Context: an optimization exercise on an open-source flow, tuned for small area and a short achievable clock period. The choices shown serve that exercise and are no tape-out recipe. RTL that was checked went through simulation tests only; none was proved equivalent to the original. The flow treats the clock pin as an ideal source, which a real chip does not have.

Setup of run 1:
// prng
module prng (
    input logic [31:0] seed,
    output logic [31:0] rand_num,
    input logic clk,
    input logic rst
);
For scale: about 64 flip-flops, about 6200 µm² of cells after synthesis.
make LEC_CHECK=0 CAP_MARGIN=20 CORE_MARGIN=2 CORE_UTILIZATION=40 SETUP_SLACK_MARGIN=2.5 SLEW_MARGIN=20 SYNTH_HIERARCHICAL=1 finish   # period 7.0 ns
run.sh (not shown) runs the stock make flow with config.mk's settings and CLKGATE_MAP_FILE= SYNTH_SCRIPT=/design/flow/synth_recipe.tcl, a recipe that flattens the netlist after the stock synthesis.
> inputs changed (run 1 -> run 2)
Settings: SETUP_SLACK_MARGIN: 2.5 -> unset.
## What came out
- When run 2 is set beside run 1, its routing usage on met2 turns out to be 1.9 points smaller.
- Compared with run 1, in run 2 multi-input gate share of the layout cell area higher; register-to-register path setup slack lower; final critical delay including setup and external delays higher.
- Fmax (lower): run 2
Edits applied to the flow inputs when going from run 2 to run 3:
Settings: ABC_CLOCK_PERIOD_IN_PS: unset -> 2000; SETUP_SLACK_MARGIN: unset -> 2.5.
==> notes.md <==
- Re residual DRC count: no difference whatsoever between run 2 and run 3.
- Going from run 2 to run 3, path length in cells of the critical path grows by 1.
- Of run 3 and run 2, the run reporting the higher number of clock-tree buffers in the layout was run 2.
- Per the final summary, run 3 finished and its layout is clean on timing, DRC and antenna.
No functional check of the RTL was part of any run of this note.

* * *

Another version of the RTL of prng (not shown whole).
For scale: about 470 cells after synthesis, ~64 flip-flops, roughly 66 I/O pins, about 5900 µm² of cells after synthesis.
Settings: LEC_CHECK=0, CAP_MARGIN=20, CORE_MARGIN=2, CORE_UTILIZATION=60, SETUP_SLACK_MARGIN=3.0, SLEW_MARGIN=20, SYNTH_HIERARCHICAL=1; clock period 7.0 ns.
standard.sh (not shown) runs the stock make flow with config.mk's settings and CLKGATE_MAP_FILE= SYNTH_SCRIPT=/design/flow/synth_recipe.tcl, a recipe that flattens the netlist after the stock synthesis.
==> flow/flow/run.sh <==
#!/bin/bash
# Standard layout with two changes: the smallest buffer on each port, and
# useful clock skew between registers after clock tree synthesis (skew.tcl).
export BUFFER_PORTS_ARGS="-buffer_cell sky130_fd_sc_hd__buf_1"
export POST_CTS_TCL="$PWD/flow/skew.tcl"
export SKIP_CTS_REPAIR_TIMING=1
bash standard.sh > standard.log 2>&1
==> flow/flow/skew.py <==
#!/usr/bin/env python3
"""Plan a later clock arrival for registers (useful skew).

usage: skew.py PATHS PERIOD

PATHS holds lines "kind from to slack" as skew.tcl writes them. A delay D[r]
(>= 0) on register r's clock changes a register-to-register path s->e by
D[s] - D[e]. The plan finds the smallest period T such that:
  setup   (PERIOD - slack) + D[s] - D[e] <= T      for register pairs
  hold    slack + D[s] - D[e] >= HOLD_MARGIN
  output  (PERIOD - slack) + D[s] <= T            (the skew may only hurt)
  input   (PERIOD - slack) <= T                   (no gain from the skew)
  D[r] <= DMAX
and prints, for each register that needs a delay, a chain of delay cells.
"""
import sys

DMAX = 1.2
HOLD_MARGIN = 0.2
# cells and the delay each adds in front of one register's clock pin (ns)
CELLS = [
    ('sky130_fd_sc_hd__clkbuf_1', 0.09, 3.75),
    ('sky130_fd_sc_hd__dlygate4sd1_1', 0.20, 8.76),
    ('sky130_fd_sc_hd__clkdlybuf4s50_1', 0.46, 10.01),
]

path_file, period = sys.argv[1], float(sys.argv[2])
setup, hold, outp, inp, inhold = {}, {}, {}, {}, {}
regs = set()
for line in open(path_file):
    f = line.split()
    if len(f) != 4:
        continue
    kind, s, e, sl = f[0], f[1], f[2], float(f[3])
    if kind == 'max':
        setup[(s, e)] = min(setup.get((s, e), 1e9), sl)
        regs.update((s, e))
    elif kind == 'min':
        hold[(s, e)] = min(hold.get((s, e), 1e9), sl)
        regs.update((s, e))
    elif kind == 'outmax':
        outp[s] = min(outp.get(s, 1e9), sl)
        regs.add(s)
    elif kind == 'inmax':
        inp[e] = min(inp.get(e, 1e9), sl)
        regs.add(e)
    elif kind == 'inmin':
        inhold[e] = min(inhold.get(e, 1e9), sl)
        regs.add(e)
regs = sorted(regs)
idx = {r: i + 1 for i, r in enumerate(regs)}


def solve(T):
    # difference constraints x[b] >= x[a] + w as edges (a, b, w); longest path
    edges = []
    for r in regs:
        ub = DMAX
        if r in inhold:
            ub = min(ub, max(0.0, inhold[r] - HOLD_MARGIN))
        if r in outp:
            ub = min(ub, T - (period - outp[r]))
        if ub < 0:
            return None
        edges.append((0, idx[r], 0.0))
        edges.append((idx[r], 0, -ub))
    for (s, e), sl in setup.items():
        d = period - sl
        if s == e:
            if d > T:
                return None
            continue
        edges.append((idx[s], idx[e], d - T))
    for (s, e), sl in hold.items():
        if s == e:
            continue
        # D[e] - D[s] <= sl - margin
        edges.append((idx[e], idx[s], -max(0.0, sl - HOLD_MARGIN)))
    for e, sl in inp.items():
        if period - sl > T:
            return None
    n = len(regs) + 1
    x = [0.0] + [-1e18] * (n - 1)
    for it in range(n + 1):
        changed = False
        for a, b, w in edges:
            if x[a] > -1e17 and x[a] + w > x[b] + 1e-9:
                x[b] = x[a] + w
                changed = True
        if not changed:
            return {r: x[idx[r]] for r in regs}
        if x[0] > 1e-9:
            return None
    return None


t0 = max([period - sl for sl in setup.values()] + [period - sl for sl in inp.values()]
         + [period - sl for sl in outp.values()])
lo, hi = 0.0, t0
if solve(hi) is None:
    print(f'# no skew plan (T0 {t0:.3f})')
    sys.exit(0)
for _ in range(40):
    m = (lo + hi) / 2
    if solve(m) is None:
        lo = m
    else:
        hi = m
T = hi
D = solve(T)
print(f'# period without skew {t0:.3f}, with skew {T:.3f}')


def chain(delta):
    # fewest-area chain of cells whose delay is closest to delta
    best = None
    for a in range(0, 4):
        for b in range(0, 4):
            for c in range(0, 4):
                if a + b + c == 0 or a + b + c > 4:
                    continue
                n = (a, b, c)
                d = sum(k * cell[1] for k, cell in zip(n, CELLS))
                area = sum(k * cell[2] for k, cell in zip(n, CELLS))
                cost = abs(d - delta) + 0.004 * area
                if best is None or cost < best[0]:
                    best = (cost, n)
    out = []
    for k, cell in zip(best[1], CELLS):
        out += [cell[0]] * k
    return out


for r in regs:
    d = D[r]
    if d < 0.06:
        continue
    print('delay', r, f'{d:.3f}', ' '.join(chain(d)))
==> flow/flow/skew.tcl <==
# Useful clock skew between registers, run after clock tree synthesis
# (POST_CTS_TCL). It measures the worst setup and hold slack of every
# register-to-register path, and the worst slack of every path from an input
# and to an output, then asks skew.py for a later clock arrival for each
# register that shortens the period set by the register-to-register paths.
# Paths from the inputs and to the outputs get no gain from it: an input path
# must meet that period without the skew, and an output path must meet it with
# the skew. The delays are made by clock buffers put in front of the
# registers' clock pins.

set skew_dir [file dirname [file normalize [info script]]]
set work_dir [file dirname $skew_dir]
set_propagated_clock [all_clocks]
estimate_parasitics -placement

set regs [all_registers -cells]
set clkpin [dict create]
set dpin [dict create]
set cellof [dict create]
foreach r $regs {
  set n [get_full_name $r]
  dict set cellof $n $r
  foreach p [get_pins -of_objects $r] {
    set pn [get_property $p lib_pin_name]
    if { $pn == "CLK" } { dict set clkpin $n $p }
    if { $pn == "D" } { dict set dpin $n $p }
  }
}

set f [open $work_dir/skew_paths.txt w]
foreach r $regs {
  set n [get_full_name $r]
  set cp [dict get $clkpin $n]
  foreach {kind pd} {max max min min} {
    set paths [find_timing_paths -from $cp -path_delay $pd \
      -group_path_count 10000 -endpoint_path_count 1 -unique_paths_to_endpoint]
    foreach p $paths {
      set ep [get_property $p endpoint]
      set epn [get_full_name $ep]
      if { [get_property $ep direction] == "output" } {
        puts $f "out$kind $n - [get_property $p slack]"
      } else {
        set einst [get_full_name [get_cells -of_objects $ep]]
        puts $f "$kind $n $einst [get_property $p slack]"
      }
    }
  }
  set dp [dict get $dpin $n]
  foreach {kind pd} {inmax max inmin min} {
    set paths [find_timing_paths -from [all_inputs] -to $dp -path_delay $pd]
    foreach p $paths {
      puts $f "$kind - $n [get_property $p slack]"
    }
  }
}
close $f

set period [get_property [lindex [all_clocks] 0] period]
exec python3 $skew_dir/skew.py $work_dir/skew_paths.txt $period > $work_dir/skew_plan.txt
puts "skew plan:"
puts [exec cat $work_dir/skew_plan.txt]

set block [ord::get_db_block]
set nbuf 0
foreach line [split [exec cat $work_dir/skew_plan.txt] "\n"] {
  if { [llength $line] < 3 || [lindex $line 0] != "delay" } { continue }
  set n [lindex $line 1]
  set cells [lrange $line 3 end]
  set inst [sta::sta_to_db_inst [dict get $cellof $n]]
  set loc [$inst getLocation]
  foreach cell $cells {
    set p [dict get $clkpin $n]
    set net [get_nets -of_objects $p]
    insert_buffer -buffer_cell $cell -net $net -load_pins [list $p] \
      -location [list [ord::dbu_to_microns [lindex $loc 0]] \
        [ord::dbu_to_microns [lindex $loc 1]]] \
      -buffer_name skewbuf_$nbuf -net_name skewnet_$nbuf
    set bnet [$block findNet skewnet_$nbuf]
    if { $bnet ne "NULL" && $bnet ne "" } { $bnet setSigType CLOCK }
    incr nbuf
  }
}
puts "skew buffers inserted: $nbuf"

detailed_placement
check_placement -verbose
estimate_parasitics -placement
report_worst_slack -max
report_worst_slack -min
==> next run, changes <==
--- a/flow/flow/run.sh
+++ b/flow/flow/run.sh
@@ -4,4 +4,3 @@
 export BUFFER_PORTS_ARGS="-buffer_cell sky130_fd_sc_hd__buf_1"
 export POST_CTS_TCL="$PWD/flow/skew.tcl"
-export SKIP_CTS_REPAIR_TIMING=1
 bash standard.sh > standard.log 2>&1
--- a/flow/flow/skew.py
+++ b/flow/flow/skew.py
@@ -58,5 +58,5 @@
         ub = DMAX
         if r in inhold:
-            ub = min(ub, max(0.0, inhold[r] - HOLD_MARGIN))
+            ub = min(ub, inhold[r] - HOLD_MARGIN)
         if r in outp:
             ub = min(ub, T - (period - outp[r]))
@@ -76,5 +76,5 @@
             continue
         # D[e] - D[s] <= sl - margin
-        edges.append((idx[e], idx[s], -max(0.0, sl - HOLD_MARGIN)))
+        edges.append((idx[e], idx[s], -(sl - HOLD_MARGIN)))
     for e, sl in inp.items():
         if period - sl > T:
@@ -95,6 +95,5 @@
 
 
-t0 = max([period - sl for sl in setup.values()] + [period - sl for sl in inp.values()]
-         + [period - sl for sl in outp.values()])
+t0 = max(period - sl for sl in setup.values())
 lo, hi = 0.0, t0
 if solve(hi) is None:
--- a/flow/flow/skew.tcl
+++ b/flow/flow/skew.tcl
@@ -9,6 +9,5 @@
 # registers' clock pins.
 
-set skew_dir [file dirname [file normalize [info script]]]
-set work_dir [file dirname $skew_dir]
+set skew_dir [file dirname [info script]]
 set_propagated_clock [all_clocks]
 estimate_parasitics -placement
@@ -17,8 +16,6 @@
 set clkpin [dict create]
 set dpin [dict create]
-set cellof [dict create]
 foreach r $regs {
   set n [get_full_name $r]
-  dict set cellof $n $r
   foreach p [get_pins -of_objects $r] {
     set pn [get_property $p lib_pin_name]
@@ -28,5 +25,5 @@
 }
 
-set f [open $work_dir/skew_paths.txt w]
+set f [open skew_paths.txt w]
 foreach r $regs {
   set n [get_full_name $r]
@@ -57,15 +54,15 @@
 
 set period [get_property [lindex [all_clocks] 0] period]
-exec python3 $skew_dir/skew.py $work_dir/skew_paths.txt $period > $work_dir/skew_plan.txt
+exec python3 $skew_dir/skew.py skew_paths.txt $period > skew_plan.txt
 puts "skew plan:"
-puts [exec cat $work_dir/skew_plan.txt]
+puts [exec cat skew_plan.txt]
 
 set block [ord::get_db_block]
 set nbuf 0
-foreach line [split [exec cat $work_dir/skew_plan.txt] "\n"] {
+foreach line [split [exec cat skew_plan.txt] "\n"] {
   if { [llength $line] < 3 || [lindex $line 0] != "delay" } { continue }
   set n [lindex $line 1]
   set cells [lrange $line 3 end]
-  set inst [sta::sta_to_db_inst [dict get $cellof $n]]
+  set inst [$block findInst $n]
   set loc [$inst getLocation]
   foreach cell $cells {
@@ -77,5 +74,5 @@
       -buffer_name skewbuf_$nbuf -net_name skewnet_$nbuf
     set bnet [$block findNet skewnet_$nbuf]
-    if { $bnet ne "NULL" && $bnet ne "" } { $bnet setSigType CLOCK }
+    if { $bnet != "NULL" } { $bnet setSigType CLOCK }
     incr nbuf
   }
- SETUP_SLACK_MARGIN: 3.0 -> 2.0
Outcome:
- The changed run failed in clock tree synthesis
- area after synthesis is unchanged
- synthesized cell count stays the same
==> next run, changes <==
--- a/flow/flow/skew.tcl
+++ b/flow/flow/skew.tcl
@@ -9,5 +9,6 @@
 # registers' clock pins.
 
-set skew_dir [file dirname [info script]]
+set skew_dir [file dirname [file normalize [info script]]]
+set work_dir [file dirname $skew_dir]
 set_propagated_clock [all_clocks]
 estimate_parasitics -placement
@@ -16,6 +17,8 @@
 set clkpin [dict create]
 set dpin [dict create]
+set cellof [dict create]
 foreach r $regs {
   set n [get_full_name $r]
+  dict set cellof $n $r
   foreach p [get_pins -of_objects $r] {
     set pn [get_property $p lib_pin_name]
@@ -25,5 +28,5 @@
 }
 
-set f [open skew_paths.txt w]
+set f [open $work_dir/skew_paths.txt w]
 foreach r $regs {
   set n [get_full_name $r]
@@ -54,15 +57,15 @@
 
 set period [get_property [lindex [all_clocks] 0] period]
-exec python3 $skew_dir/skew.py skew_paths.txt $period > skew_plan.txt
+exec python3 $skew_dir/skew.py $work_dir/skew_paths.txt $period > $work_dir/skew_plan.txt
 puts "skew plan:"
-puts [exec cat skew_plan.txt]
+puts [exec cat $work_dir/skew_plan.txt]
 
 set block [ord::get_db_block]
 set nbuf 0
-foreach line [split [exec cat skew_plan.txt] "\n"] {
+foreach line [split [exec cat $work_dir/skew_plan.txt] "\n"] {
   if { [llength $line] < 3 || [lindex $line 0] != "delay" } { continue }
   set n [lindex $line 1]
   set cells [lrange $line 3 end]
-  set inst [$block findInst $n]
+  set inst [sta::sta_to_db_inst [dict get $cellof $n]]
   set loc [$inst getLocation]
   foreach cell $cells {
@@ -74,5 +77,5 @@
       -buffer_name skewbuf_$nbuf -net_name skewnet_$nbuf
     set bnet [$block findNet skewnet_$nbuf]
-    if { $bnet != "NULL" } { $bnet setSigType CLOCK }
+    if { $bnet ne "NULL" && $bnet ne "" } { $bnet setSigType CLOCK }
     incr nbuf
   }
- SETUP_SLACK_MARGIN: 2.0 -> 2.3
This time the run produced a clean layout.
Synthesized area stays the same.
Synthesized cell count does not change.
==> next run, changes <==
--- a/flow/flow/run.sh
+++ b/flow/flow/run.sh
@@ -4,3 +4,4 @@
 export BUFFER_PORTS_ARGS="-buffer_cell sky130_fd_sc_hd__buf_1"
 export POST_CTS_TCL="$PWD/flow/skew.tcl"
+export SKIP_CTS_REPAIR_TIMING=1
 bash standard.sh > standard.log 2>&1
--- a/flow/flow/skew.py
+++ b/flow/flow/skew.py
@@ -58,5 +58,5 @@
         ub = DMAX
         if r in inhold:
-            ub = min(ub, inhold[r] - HOLD_MARGIN)
+            ub = min(ub, max(0.0, inhold[r] - HOLD_MARGIN))
         if r in outp:
             ub = min(ub, T - (period - outp[r]))
@@ -76,5 +76,5 @@
             continue
         # D[e] - D[s] <= sl - margin
-        edges.append((idx[e], idx[s], -(sl - HOLD_MARGIN)))
+        edges.append((idx[e], idx[s], -max(0.0, sl - HOLD_MARGIN)))
     for e, sl in inp.items():
         if period - sl > T:
@@ -95,5 +95,6 @@
 
 
-t0 = max(period - sl for sl in setup.values())
+t0 = max([period - sl for sl in setup.values()] + [period - sl for sl in inp.values()]
+         + [period - sl for sl in outp.values()])
 lo, hi = 0.0, t0
 if solve(hi) is None:
- SETUP_SLACK_MARGIN: 2.3 -> 3.8
=> The new run ran to the end with no violations; area after synthesis is unchanged; setup slack improved by 380 ps; synthesized cell count does not change.

* * *

north:
prng, a different RTL version from the one above (not shown whole).
clock: 7.0 ns
lec_check: 0
cap_margin: 20
core_margin: 2
core_utilization: 50
cts_buf_list: sky130_fd_sc_hd__clkbuf_4 sky130_fd_sc_hd__clkbuf_8
hold_slack_margin: 0.1
setup_slack_margin: 3.3
slew_margin: 20
synth_hierarchical: 1
==> flow/flow/run.sh <==
#!/bin/bash
# Standard layout with two changes: the smallest buffer on each port, and
# useful clock skew between registers after clock tree synthesis (skew.tcl).
# Clock tree synthesis adds no dummy loads.
export BUFFER_PORTS_ARGS="-buffer_cell sky130_fd_sc_hd__buf_1"
export POST_CTS_TCL="$PWD/flow/skew.tcl"
export SKIP_CTS_REPAIR_TIMING=1
# clock tree: no dummy loads for balancing (the skew step sets the arrivals)
export CTS_ARGS="-sink_clustering_enable -repair_clock_nets -dont_use_dummy_load -buf_list {sky130_fd_sc_hd__clkbuf_4 sky130_fd_sc_hd__clkbuf_8}"
bash standard.sh > standard.log 2>&1
==> flow/flow/skew.py <==
#!/usr/bin/env python3
"""Plan a later clock arrival for registers (useful skew).

usage: skew.py PATHS PERIOD

PATHS holds lines "kind from to slack" as skew.tcl writes them. A delay D[r]
(>= 0) on register r's clock changes a register-to-register path s->e by
D[s] - D[e]. The plan finds the smallest period T such that:
  setup   (PERIOD - slack) + D[s] - D[e] <= T      for register pairs
  hold    slack + D[s] - D[e] >= HOLD_MARGIN
  output  (PERIOD - slack) + D[s] <= T            (the skew may only hurt)
  input   (PERIOD - slack) <= T                   (no gain from the skew)
  D[r] <= DMAX
and prints, for each register that needs a delay, a chain of delay cells.
"""
import sys

DMAX = 1.5
HOLD_MARGIN = 0.0
LEVEL_COST = 0.3
# cells and the delay each adds in front of one register's clock pin (ns)
CELLS = [
    ('sky130_fd_sc_hd__clkbuf_1', 0.09, 3.75),
    ('sky130_fd_sc_hd__dlygate4sd1_1', 0.20, 8.76),
    ('sky130_fd_sc_hd__clkdlybuf4s50_1', 0.46, 10.01),
]

path_file, period = sys.argv[1], float(sys.argv[2])
setup, hold, outp, inp, inhold = {}, {}, {}, {}, {}
regs = set()
for line in open(path_file):
    f = line.split()
    if len(f) != 4:
        continue
    kind, s, e, sl = f[0], f[1], f[2], float(f[3])
    if kind == 'max':
        setup[(s, e)] = min(setup.get((s, e), 1e9), sl)
        regs.update((s, e))
    elif kind == 'min':
        hold[(s, e)] = min(hold.get((s, e), 1e9), sl)
        regs.update((s, e))
    elif kind == 'outmax':
        outp[s] = min(outp.get(s, 1e9), sl)
        regs.add(s)
    elif kind == 'inmax':
        inp[e] = min(inp.get(e, 1e9), sl)
        regs.add(e)
    elif kind == 'inmin':
        inhold[e] = min(inhold.get(e, 1e9), sl)
        regs.add(e)
regs = sorted(regs)
idx = {r: i + 1 for i, r in enumerate(regs)}


def solve(T):
    # difference constraints x[b] >= x[a] + w as edges (a, b, w); longest path
    edges = []
    for r in regs:
        ub = DMAX
        if r in inhold:
            ub = min(ub, max(0.0, inhold[r] - HOLD_MARGIN))
        if r in outp:
            ub = min(ub, T - (period - outp[r]))
        if ub < 0:
            return None
        edges.append((0, idx[r], 0.0))
        edges.append((idx[r], 0, -ub))
    for (s, e), sl in setup.items():
        d = period - sl
        if s == e:
            if d > T:
                return None
            continue
        edges.append((idx[s], idx[e], d - T))
    for (s, e), sl in hold.items():
        if s == e:
            continue
        # D[e] - D[s] <= sl - margin
        edges.append((idx[e], idx[s], -max(0.0, sl - HOLD_MARGIN)))
    for e, sl in inp.items():
        if period - sl > T:
            return None
    n = len(regs) + 1
    x = [0.0] + [-1e18] * (n - 1)
    for it in range(n + 1):
        changed = False
        for a, b, w in edges:
            if x[a] > -1e17 and x[a] + w > x[b] + 1e-9:
                x[b] = x[a] + w
                changed = True
        if not changed:
            return {r: x[idx[r]] for r in regs}
        if x[0] > 1e-9:
            return None
    return None


t0 = max([period - sl for sl in setup.values()] + [period - sl for sl in inp.values()]
         + [period - sl for sl in outp.values()])
lo, hi = 0.0, t0
if solve(hi) is None:
    print(f'# no skew plan (T0 {t0:.3f})')
    sys.exit(0)
for _ in range(40):
    m = (lo + hi) / 2
    if solve(m) is None:
        lo = m
    else:
        hi = m
T = hi
D = solve(T)
print(f'# period without skew {t0:.3f}, with skew {T:.3f}')


CELL_D = {c[0]: c[1] for c in CELLS}


def chain(delta):
    # fewest-area chain of cells whose delay is closest to delta
    best = None
    for a in range(0, 4):
        for b in range(0, 4):
            for c in range(0, 4):
                if a + b + c == 0 or a + b + c > 4:
                    continue
                n = (a, b, c)
                d = sum(k * cell[1] for k, cell in zip(n, CELLS))
                area = sum(k * cell[2] for k, cell in zip(n, CELLS))
                cost = abs(d - delta) + 0.004 * area
                if best is None or cost < best[0]:
                    best = (cost, n)
    out = []
    for k, cell in zip(best[1], CELLS):
        out += [cell[0]] * k
    return out


# Shared delays: the registers are put on a few levels; level k is reached
# through a cascade of delay stages, each stage driving the registers of its
# level and the next stage.
need = sorted((D[r], r) for r in regs if D[r] >= 0.06)
if not need:
    sys.exit(0)
vals = [v for v, _ in need]


def levels_for(k):
    # 1-D k-means on the wanted delays
    cent = [vals[int((i + 0.5) * len(vals) / k)] for i in range(k)]
    for _ in range(50):
        groups = [[] for _ in cent]
        for v in vals:
            groups[min(range(k), key=lambda i: abs(v - cent[i]))].append(v)
        cent = [sum(g) / len(g) if g else c for g, c in zip(groups, cent)]
    err = sum(min(abs(v - c) for c in cent) for v in vals)
    return sorted(cent), err


best = None
for k in range(1, 7):
    cent, err = levels_for(k)
    cost = err + LEVEL_COST * k
    if best is None or cost < best[0]:
        best = (cost, cent)
cent = best[1]
prev = 0.0
real = 0.0
lev_of = {r: min(range(len(cent)), key=lambda i: abs(v - cent[i])) + 1 for v, r in need}
for k, c in enumerate(cent, 1):
    # each stage ends in a stronger buffer that drives its registers and the
    # next stage
    nload = sum(1 for r in lev_of if lev_of[r] == k) + (1 if k < len(cent) else 0)
    driver = ('sky130_fd_sc_hd__clkbuf_8', 0.12) if nload > 3 else ('sky130_fd_sc_hd__clkbuf_4', 0.12)
    rest = c - real - driver[1]
    cells = chain(rest) if rest > 0.05 else []
    cells.append(driver[0])
    real += sum(CELL_D.get(x, driver[1]) for x in cells)
    print('stage', k, f'{c:.3f}', ' '.join(cells))
for v, r in need:
    print('level', r, lev_of[r], f'{v:.3f}')
Other scripts of this flow, unchanged in this note and not shown: flow/flow/skew.tcl
Input changes introduced in south (baseline for comparison: north):
--- a/flow/flow/run.sh
+++ b/flow/flow/run.sh
@@ -9 +9 @@
-export CTS_ARGS="-sink_clustering_enable -repair_clock_nets -dont_use_dummy_load -buf_list {sky130_fd_sc_hd__clkbuf_4 sky130_fd_sc_hd__clkbuf_8}"
+export CTS_ARGS="-sink_clustering_enable -repair_clock_nets -dont_use_dummy_load -buf_list {sky130_fd_sc_hd__clkbuf_4} -root_buf sky130_fd_sc_hd__clkbuf_8"
--- a/flow/flow/skew.py
+++ b/flow/flow/skew.py
@@ -20 +20 @@
-LEVEL_COST = 0.3
+LEVEL_COST = 0.15
### Flow results
From south to north, count of buffering cells on the critical path with inverters included did not move at all. Design area came out exactly the same in north and south. [compare] base=north new=south: count of fill cells added during filler insertion ~0 delta. As far as mapped cell area is concerned, north and south perform about the same. Reported for north and south, vertical die dimension turned out identical to the last digit. Simple-gate share of the synthesized area: north vs south identical. Changes observed in south relative to north: maximum operating frequency now sits at about the same level, share of synthesized registers carrying an async set or reset now sits at about the same level. As far as flip-flop and latch share of the layout cell area goes, north and south are indistinguishable; the numbers are identical.
The inputs of east differ from those of south as listed below.
# south
export LEC_CHECK = 0
export CAP_MARGIN = 20
export CORE_MARGIN = 2
export CORE_UTILIZATION = 50
export CTS_BUF_LIST = sky130_fd_sc_hd__clkbuf_4 sky130_fd_sc_hd__clkbuf_8
export HOLD_SLACK_MARGIN = 0.1
export SETUP_SLACK_MARGIN = 3.3
export SLEW_MARGIN = 20
export SYNTH_HIERARCHICAL = 1
create_clock -name core_clock -period 7.0 [get_ports {clk}]
# east
export LEC_CHECK = 0
export CAP_MARGIN = 20
export CORE_MARGIN = 2
export CORE_UTILIZATION = 50
export CTS_BUF_LIST = sky130_fd_sc_hd__clkbuf_4 sky130_fd_sc_hd__clkbuf_8
export CTS_CLUSTER_DIAMETER = 80
export CTS_CLUSTER_SIZE = 30
export SETUP_SLACK_MARGIN = 3.0
export SLEW_MARGIN = 20
export SYNTH_HIERARCHICAL = 1
create_clock -name core_clock -period 7.0 [get_ports {clk}]
--- a/flow/flow/run.sh
+++ b/flow/flow/run.sh
@@ -4 +3,0 @@
-# Clock tree synthesis adds no dummy loads.
@@ -8,2 +6,0 @@
-# clock tree: no dummy loads for balancing (the skew step sets the arrivals)
-export CTS_ARGS="-sink_clustering_enable -repair_clock_nets -dont_use_dummy_load -buf_list {sky130_fd_sc_hd__clkbuf_4} -root_buf sky130_fd_sc_hd__clkbuf_8"
--- a/flow/flow/skew.py
+++ b/flow/flow/skew.py
@@ -18,2 +18,2 @@
-DMAX = 1.5
-HOLD_MARGIN = 0.0
+DMAX = 1.2
+HOLD_MARGIN = 0.3
Notes after the runs:
- Looking at the reports, east completed the entire flow and the layout it produced met the timing, design-rule and antenna checks.
- Relative to south, the wire length of the first global-routing pass measured on east has increased by a few percent.
- east -> south: top-level I/O count flat
- Reported for east and south, proportion of register bits with asynchronous set or reset after synthesis turned out identical to the last digit.
What west does differently from east at the input level:
# east
export LEC_CHECK = 0
export CAP_MARGIN = 20
export CORE_MARGIN = 2
export CORE_UTILIZATION = 50
export CTS_BUF_LIST = sky130_fd_sc_hd__clkbuf_4 sky130_fd_sc_hd__clkbuf_8
export CTS_CLUSTER_DIAMETER = 80
export CTS_CLUSTER_SIZE = 30
export SETUP_SLACK_MARGIN = 3.0
export SLEW_MARGIN = 20
export SYNTH_HIERARCHICAL = 1
create_clock -name core_clock -period 7.0 [get_ports {clk}]
# west
export LEC_CHECK = 0
export CAP_MARGIN = 20
export CORE_MARGIN = 2
export CORE_UTILIZATION = 50
export CTS_BUF_LIST = sky130_fd_sc_hd__clkbuf_4 sky130_fd_sc_hd__clkbuf_8
export HOLD_SLACK_MARGIN = 0.1
export SETUP_SLACK_MARGIN = 3.3
export SLEW_MARGIN = 20
export SYNTH_HIERARCHICAL = 1
create_clock -name core_clock -period 7.0 [get_ports {clk}]
--- a/flow/flow/run.sh
+++ b/flow/flow/run.sh
@@ -3,0 +4 @@
+# Clock tree synthesis adds no dummy loads.
@@ -6,0 +8,2 @@
+# clock tree: no dummy loads for balancing (the skew step sets the arrivals)
+export CTS_ARGS="-sink_clustering_enable -repair_clock_nets -dont_use_dummy_load -sink_clustering_size 24 -sink_clustering_max_diameter 120 -buf_list {sky130_fd_sc_hd__clkbuf_4 sky130_fd_sc_hd__clkbuf_8}"
--- a/flow/flow/skew.py
+++ b/flow/flow/skew.py
@@ -18,2 +18,2 @@
-DMAX = 1.2
-HOLD_MARGIN = 0.3
+DMAX = 1.5
+HOLD_MARGIN = 0.0
### Flow results
Via count, west and east, higher one = west. Diff east -> west: overall routing resource usage down 0.49 points; later-pin clock latency in the skew report picked up an extra 220 ps; core utilization of the finished layout moved up.
Inputs modified between west and middle:
==> flow/flow/run.sh <==
#!/bin/bash
# Standard layout with two changes: the smallest buffer on each port, and
# useful clock skew between registers after clock tree synthesis (skew.tcl).
export BUFFER_PORTS_ARGS="-buffer_cell sky130_fd_sc_hd__buf_1"
export POST_CTS_TCL="$PWD/flow/skew.tcl"
export SKIP_CTS_REPAIR_TIMING=1
bash standard.sh > standard.log 2>&1
Results
- Taking west as the reference, in middle share of the clock period used by the worst path after layout has remained practically unchanged; global-route wire length before repair has increased; minimum clock period after layout has increased.
- The setup slack after layout of middle is lower than that of west.

-- separate check: timing with driven ports --
The flow's constraints put no driver on any port. The routed layouts listed below were extracted and timed again, unchanged, in two steps.
Step 1 sets driving cells, clkbuf_16 on the clock port and buf_2 on the other inputs (assumed; they add their load-dependent delay and slew).
Step 2, shift: input delay + t, output delay - t, t = (earliest + latest rising clock arrival at the registers) / 2. This alone moves slack from input paths to output paths.
a / b / c = ideal / step 1 / step 2; a / b = the first two.
| run | t (ns) | setup slack, ns | worst setup path after step 2 | clock arrival spread, ns | worst data-port slew with drivers (ns) |
|---|---|---|---|---|---|
| run 1 | 0.388 | 2.439 / 2.439 / 2.439 | register to register | 0.007 / 0.007 | 0.03 |
| run 2 | 0.380 | 1.648 / 1.648 / 1.648 | register to register | 0.005 / 0.005 | 0.05 |
| run 3 | 0.388 | 2.439 / 2.439 / 2.439 | register to register | 0.007 / 0.007 | 0.03 |
| the first run of note 2 | 0.952 | 2.989 / 2.989 / 2.989 | register to register | 1.149 / 1.149 | 0.04 |
| the third run of note 2 | 0.979 | 2.834 / 2.834 / 2.834 | register to register | 1.196 / 1.196 | 0.03 |
| the fourth run of note 2 | 0.970 | 3.216 / 3.216 / 3.216 | register to register | 1.157 / 1.157 | 0.04 |
| north | 1.043 | 3.438 / 3.438 / 3.438 | register to register | 1.324 / 1.325 | 0.04 |
| south | 1.043 | 3.438 / 3.438 / 3.438 | register to register | 1.324 / 1.325 | 0.04 |
| east | 0.932 | 3.228 / 3.228 / 3.228 | register to register | 1.099 / 1.099 | 0.03 |
| west | 1.043 | 3.438 / 3.438 / 3.438 | register to register | 1.324 / 1.325 | 0.04 |
| middle | 1.059 | 3.430 / 3.430 / 3.430 | register to register | 1.333 / 1.332 | 0.04 |
In 8 of these runs the clock reaches the registers at very different times; t lies between them, and the last value is a rough guide only.
